This design comes from an exercise in tuning for small area, a short achievable clock period and few clock cycles on the open sky130 flow, not from production work.
At most, simulation tests tie the RTL to the original design; equivalence was not proved.

==> try-pepper: inputs <==
==> flow/design.v <==
module msb_pos(x, pos);
input [31:0] x;
output [4:0] pos;
wire [15:0] v1; wire [15:0] p1;
wire [7:0] v2;  wire [15:0] p2;
wire [3:0] v3;  wire [11:0] p3;
wire [1:0] v4;  wire [7:0] p4;
genvar i;
generate
	for (i = 0; i < 16; i = i + 1)
	begin : l1
		assign v1[i] = x[2*i+1] | x[2*i];
		assign p1[i] = x[2*i+1];
	end
	for (i = 0; i < 8; i = i + 1)
	begin : l2
		assign v2[i] = v1[2*i+1] | v1[2*i];
		assign p2[2*i+1:2*i] = v1[2*i+1] ? {1'b1, p1[2*i+1]} : {1'b0, p1[2*i]};
	end
	for (i = 0; i < 4; i = i + 1)
	begin : l3
		assign v3[i] = v2[2*i+1] | v2[2*i];
		assign p3[3*i+2:3*i] = v2[2*i+1] ? {1'b1, p2[4*i+3:4*i+2]} : {1'b0, p2[4*i+1:4*i]};
	end
	for (i = 0; i < 2; i = i + 1)
	begin : l4
		assign v4[i] = v3[2*i+1] | v3[2*i];
		assign p4[4*i+3:4*i] = v3[2*i+1] ? {1'b1, p3[6*i+5:6*i+3]} : {1'b0, p3[6*i+2:6*i]};
	end
endgenerate
assign pos = v4[1] ? {1'b1, p4[7:4]} : {1'b0, p4[3:0]};
endmodule
module div_align(msb_r, msb_d, dvs, dvs_aligned, digits);
input [4:0] msb_r, msb_d;
input [31:0] dvs;
output [31:0] dvs_aligned;
output [3:0] digits;         
wire [4:0] shift = (msb_r > msb_d) ? (msb_r - msb_d) : 5'd0;
assign dvs_aligned = dvs << {shift[4:1], 1'b0};
assign digits = shift[4:1];
endmodule
module div_step(rem, dvs, ge, rem_next);
input [31:0] rem, dvs;
output [2:0] ge;                     
wire [1:0] digit;
output [31:0] rem_next;
wire [33:0] b1 = {2'b00, dvs};
wire [33:0] b2 = {1'b0, dvs, 1'b0};
wire [34:0] d1 = {3'b000, rem} - {1'b0, b1};
wire [34:0] d2 = {3'b000, rem} - {1'b0, b2};
wire [34:0] ca = {3'b000, rem};
wire [34:0] cb = ~{1'b0, b1};
wire [34:0] cc = ~{1'b0, b2};
wire [34:0] cs_s = ca ^ cb ^ cc;
wire [34:0] cs_c = (ca & cb) | (ca & cc) | (cb & cc);
wire [35:0] d3w = {cs_s, 1'b1} + {cs_c[33:0], 1'b1, 1'b1};
wire [34:0] d3 = d3w[35:1];
wire ge1 = ~d1[34];
wire ge2 = ~d2[34];
wire ge3 = ~d3[34];
assign digit = ge3 ? 2'd3 : ge2 ? 2'd2 : ge1 ? 2'd1 : 2'd0;
assign ge = {ge3, ge2, ge1};
assign rem_next = ge3 ? d3[31:0] : ge2 ? d2[31:0] : ge1 ? d1[31:0] : rem;
endmodule
module acc_digit(acc, pos, ge1, ge2, ge3, acc_next);
input [31:0] acc;
input [3:0] pos;
input ge1, ge2, ge3;
output [31:0] acc_next;
wire [15:0] at = 16'd1 << pos;      
reg [15:0] above;                   
reg [15:0] run;                     
integer k;
always @(*)
begin
	above[0] = 1'b0;
	for (k = 1; k < 16; k = k + 1)
		above[k] = above[k-1] | at[k-1];
	run[0] = 1'b1;
	for (k = 1; k < 16; k = k + 1)
		run[k] = run[k-1] & (~above[k-1] | (acc[2*k-1] & acc[2*k-2]));
end
wire [1:0] pair = acc[2*pos +: 2];
wire cout = (ge1 & pair[1] & pair[0]) | (ge2 & pair[1]) | (ge3 & (pair[1] | pair[0]));
wire odd = ge1 & ~ge2 | ge3;
wire lo = pair[0] ? ~odd : odd;
wire hi_flip = ge2 ? ~(odd & pair[0]) : (odd & pair[0]);
wire hi = pair[1] ? ~hi_flip : hi_flip;
genvar g;
generate
	for (g = 0; g < 16; g = g + 1)
	begin : grp
		wire c = cout & run[g] & above[g];
		assign acc_next[2*g]   = at[g] ? lo : (c ? ~acc[2*g] : acc[2*g]);
		assign acc_next[2*g+1] = at[g] ? hi : ((c & acc[2*g]) ? ~acc[2*g+1] : acc[2*g+1]);
	end
endgenerate
endmodule
module Single_Reduction(sum,page_rank,out_deg,clk,reset,start,new_sum,done);
input [31:0] sum;
input [31:0] page_rank;
input [31:0] out_deg;
input clk;
input reset;
input start;
output reg [31:0] new_sum;
output reg [0:0] done;
localparam S_IDLE = 2'd0, S_ALIGN = 2'd1, S_ITER = 2'd2;
reg [1:0] state;
reg [31:0] rem;      
reg [31:0] dvs;      
reg [3:0] cnt;       
reg [4:0] msb_r, msb_d;    
wire [31:0] dvs_aligned;
wire [3:0] digits;
wire [2:0] ge;
wire [31:0] rem_next;
wire [31:0] acc_next;
wire [4:0] msb_pr, msb_od;
msb_pos mp(page_rank, msb_pr);
msb_pos md(out_deg, msb_od);
div_align al(msb_r, msb_d, dvs, dvs_aligned, digits);
div_step st(rem, dvs, ge, rem_next);
acc_digit ac(new_sum, cnt, ge[0], ge[1], ge[2], acc_next);
always @(posedge clk, negedge reset)
begin
	if (!reset)
	begin
		state <= S_IDLE;
		done <= 1'b0;
	end
	else
	begin
		done <= 1'b0;
		case (state)
		S_IDLE: if (start) state <= S_ALIGN;
		S_ALIGN: state <= S_ITER;
		S_ITER: if (cnt == 4'd0)
		begin
			state <= S_IDLE;
			done <= 1'b1;
		end
		default: state <= S_IDLE;
		endcase
	end
end
always @(posedge clk)
begin
	case (state)
	S_IDLE:
	begin
		rem <= page_rank;
		dvs <= out_deg;
		new_sum <= sum;
		msb_r <= msb_pr;
		msb_d <= msb_od;
	end
	S_ALIGN:
	begin
		dvs <= dvs_aligned;
		cnt <= digits;
	end
	default:
	begin
		rem <= rem_next;
		dvs <= {2'b00, dvs[31:2]};
		new_sum <= acc_next;
		cnt <= cnt - 4'd1;
	end
	endcase
end
endmodule
==> flow/flow/run.sh <==
#!/bin/bash
# Layout flow: the standard flow (standard.sh), with the standard synthesis unchanged, and two
# changes to the layout steps:
#  - the port buffers are sky130_fd_sc_hd__buf_2 (the default pick is a slow delay buffer);
#  - repair_timing works to a setup slack margin, so that it sizes and buffers the critical
#    paths although the 15 ns clock leaves them slack. The SDC and clock period are unchanged.
# Each step's full output goes to a log of its own here; ORFS keeps per-stage logs under orfs/logs.
set -uo pipefail
MARGIN=10
bash standard.sh synth > synth.log 2>&1 || exit 1
bash standard.sh BUFFER_PORTS_ARGS="-buffer_cell sky130_fd_sc_hd__buf_2" SETUP_SLACK_MARGIN=$MARGIN finish > layout.log 2>&1 || exit 1
==> flow/standard.sh <==
#!/bin/bash
# synth_recipe.tcl (not shown) runs the flow's synth.tcl, then flattens the netlist and writes it again
# the make line also repeats each setting of config.mk as NAME=value (left out here)
make -C /OpenROAD-flow-scripts/flow DESIGN_CONFIG=/design/flow/config.mk WORK_HOME=/design/flow/orfs CLKGATE_MAP_FILE= SYNTH_SCRIPT=/design/flow/synth_recipe.tcl "${@:-finish}"
==> flow/config.mk <==
export PLATFORM = sky130hd
export DESIGN_NAME = Single_Reduction
export DESIGN_NICKNAME = Single_Reduction
export VERILOG_FILES = /design/flow/design.v
export SDC_FILE = /design/flow/constraint.sdc
export NUM_CORES = 4
export LEC_CHECK = 0
export ABC_AREA = 1
export CAP_MARGIN = 20
export CORE_MARGIN = 2
export CORE_UTILIZATION = 40
export SLEW_MARGIN = 20
==> flow/constraint.sdc <==
create_clock -name core_clock -period 15.0 [get_ports {clk}]
set_input_delay 3.0000 -clock core_clock [delete_from_list [all_inputs] [get_ports {clk}]]
set_output_delay 3.0000 -clock core_clock [all_outputs]
set_load 0.01 [all_outputs]
==> try-juniper: changes against try-pepper <==
==> flow/design.v, changed modules only <==
module msb_pos(x, pos);
input [31:0] x;
output reg [4:0] pos;
integer i;
always @(*)
begin
	pos = 5'd0;
	for (i = 0; i < 32; i = i + 1)
		if (x[i]) pos = i;
end
endmodule
module div_align(rem, dvs, dvs_aligned, digits);
input [31:0] rem, dvs;
output [31:0] dvs_aligned;
output [3:0] digits;         
wire [4:0] msb_r, msb_d;
msb_pos pr(rem, msb_r);
msb_pos pd(dvs, msb_d);
wire [4:0] shift = (msb_r > msb_d) ? (msb_r - msb_d) : 5'd0;
assign dvs_aligned = dvs << {shift[4:1], 1'b0};
assign digits = shift[4:1];
endmodule
module Single_Reduction(sum,page_rank,out_deg,clk,reset,start,new_sum,done);
input [31:0] sum;
input [31:0] page_rank;
input [31:0] out_deg;
input clk;
input reset;
input start;
output reg [31:0] new_sum;
output reg [0:0] done;
localparam S_IDLE = 2'd0, S_ALIGN = 2'd1, S_ITER = 2'd2;
reg [1:0] state;
reg [31:0] rem;      
reg [31:0] dvs;      
reg [3:0] cnt;       
wire [31:0] dvs_aligned;
wire [3:0] digits;
wire [2:0] ge;
wire [31:0] rem_next;
wire [31:0] acc_next;
div_align al(rem, dvs, dvs_aligned, digits);
div_step st(rem, dvs, ge, rem_next);
acc_digit ac(new_sum, cnt, ge[0], ge[1], ge[2], acc_next);
always @(posedge clk, negedge reset)
begin
	if (!reset)
	begin
		state <= S_IDLE;
		done <= 1'b0;
	end
	else
	begin
		done <= 1'b0;
		case (state)
		S_IDLE: if (start) state <= S_ALIGN;
		S_ALIGN: state <= S_ITER;
		S_ITER: if (cnt == 4'd0)
		begin
			state <= S_IDLE;
			done <= 1'b1;
		end
		default: state <= S_IDLE;
		endcase
	end
end
always @(posedge clk)
begin
	case (state)
	S_IDLE:
	begin
		rem <= page_rank;
		dvs <= out_deg;
		new_sum <= sum;
	end
	S_ALIGN:
	begin
		dvs <= dvs_aligned;
		cnt <= digits;
	end
	default:
	begin
		rem <= rem_next;
		dvs <= {2'b00, dvs[31:2]};
		new_sum <= acc_next;
		cnt <= cnt - 4'd1;
	end
	endcase
end
endmodule
--- a/flow/config.mk
+++ b/flow/config.mk
@@ -8,5 +8,5 @@
 export ABC_AREA = 1
 export CAP_MARGIN = 20
 export CORE_MARGIN = 2
-export CORE_UTILIZATION = 40
+export CORE_UTILIZATION = 65
 export SLEW_MARGIN = 20
==> comparison table <==
quantity                                                                       try-juniper               try-pepper
Status                                                             complete, no violations  complete, no violations
Placed wire-length estimate after detailed placement                              34.10 mm                 41.65 mm
Setup slack, reg-to-reg                                                          10,240 ps                10,450 ps
Post-Syn Instances                                                                   1,991                    2,174
Layout cells sized above 1                                                          12.52%                   8.972%
Synth-to-layout area growth                                                         11.96%                   12.25%
Crit path required time                                                          15,120 ps                15,300 ps
Final setup skew                                                                  15.06 ps                 14.74 ps
Proportion of synthesized chip area in sequential cells                             21.02%                   21.69%
# Taps                                                                                 265                      455
Post-DP Area                                                                  0.01397 mm^2             0.01519 mm^2
Number of distinct library cells after synthesis                                        57                       51
Worst hold start                                                                  state[0]                  dvs[19]
Setup repair after global routing missed its margin                                   true                    false
Global routing met1 resource utilization                                            53.88%                   37.59%
Clock Latency Late Sink                                                             370 ps                   440 ps
Achievable clock frequency                                                       210.0 MHz                219.8 MHz
PostCTS Resize Cnt                                                                       6                        0
Count of buffers not belonging to the clock network in the layout                      163                      142
Minimum setup slack after placement                                                9819 ps                10,310 ps
Worst-case reg-to-reg path depth                                                        20                       16
Cells on Worst Hold Path                                                                 1                        2
Testbench counts of try-juniper, summed over its fixed seeds: cycles 12,771.
Only the layout flow was run in try-pepper; the RTL was not checked for function there.

[re-timing with driven ports]
No port has a modelled driver above. Below, the same layouts with a new extraction and two added sets of constraints.
Step 1, drivers: a clkbuf_16 drives clk and a buf_2 each remaining input, both assumed.
Step 2 times the ports against the registers' clock, not the clock port: input delays grow and output delays shrink by t, the midpoint of the rising clock arrivals with the driver on.
Three values: no drivers, after step 1, after step 2; two values: the first two.
| run | shift t [ns] | slack for setup (ns) | hold WS [ns] |
|---|---|---|---|
| try-pepper | 0.486 | 10.450 / 10.450 / 10.186 | 0.508 / 0.508 / 0.508 |
| try-juniper | 0.416 | 10.239 / 10.239 / 10.239 | 0.514 / 0.514 / 0.514 |
After both steps every run listed still meets setup and hold. The setup slack of try-pepper, which loses most, moves by 0.000 ns with the drivers and by -0.264 ns with both steps.
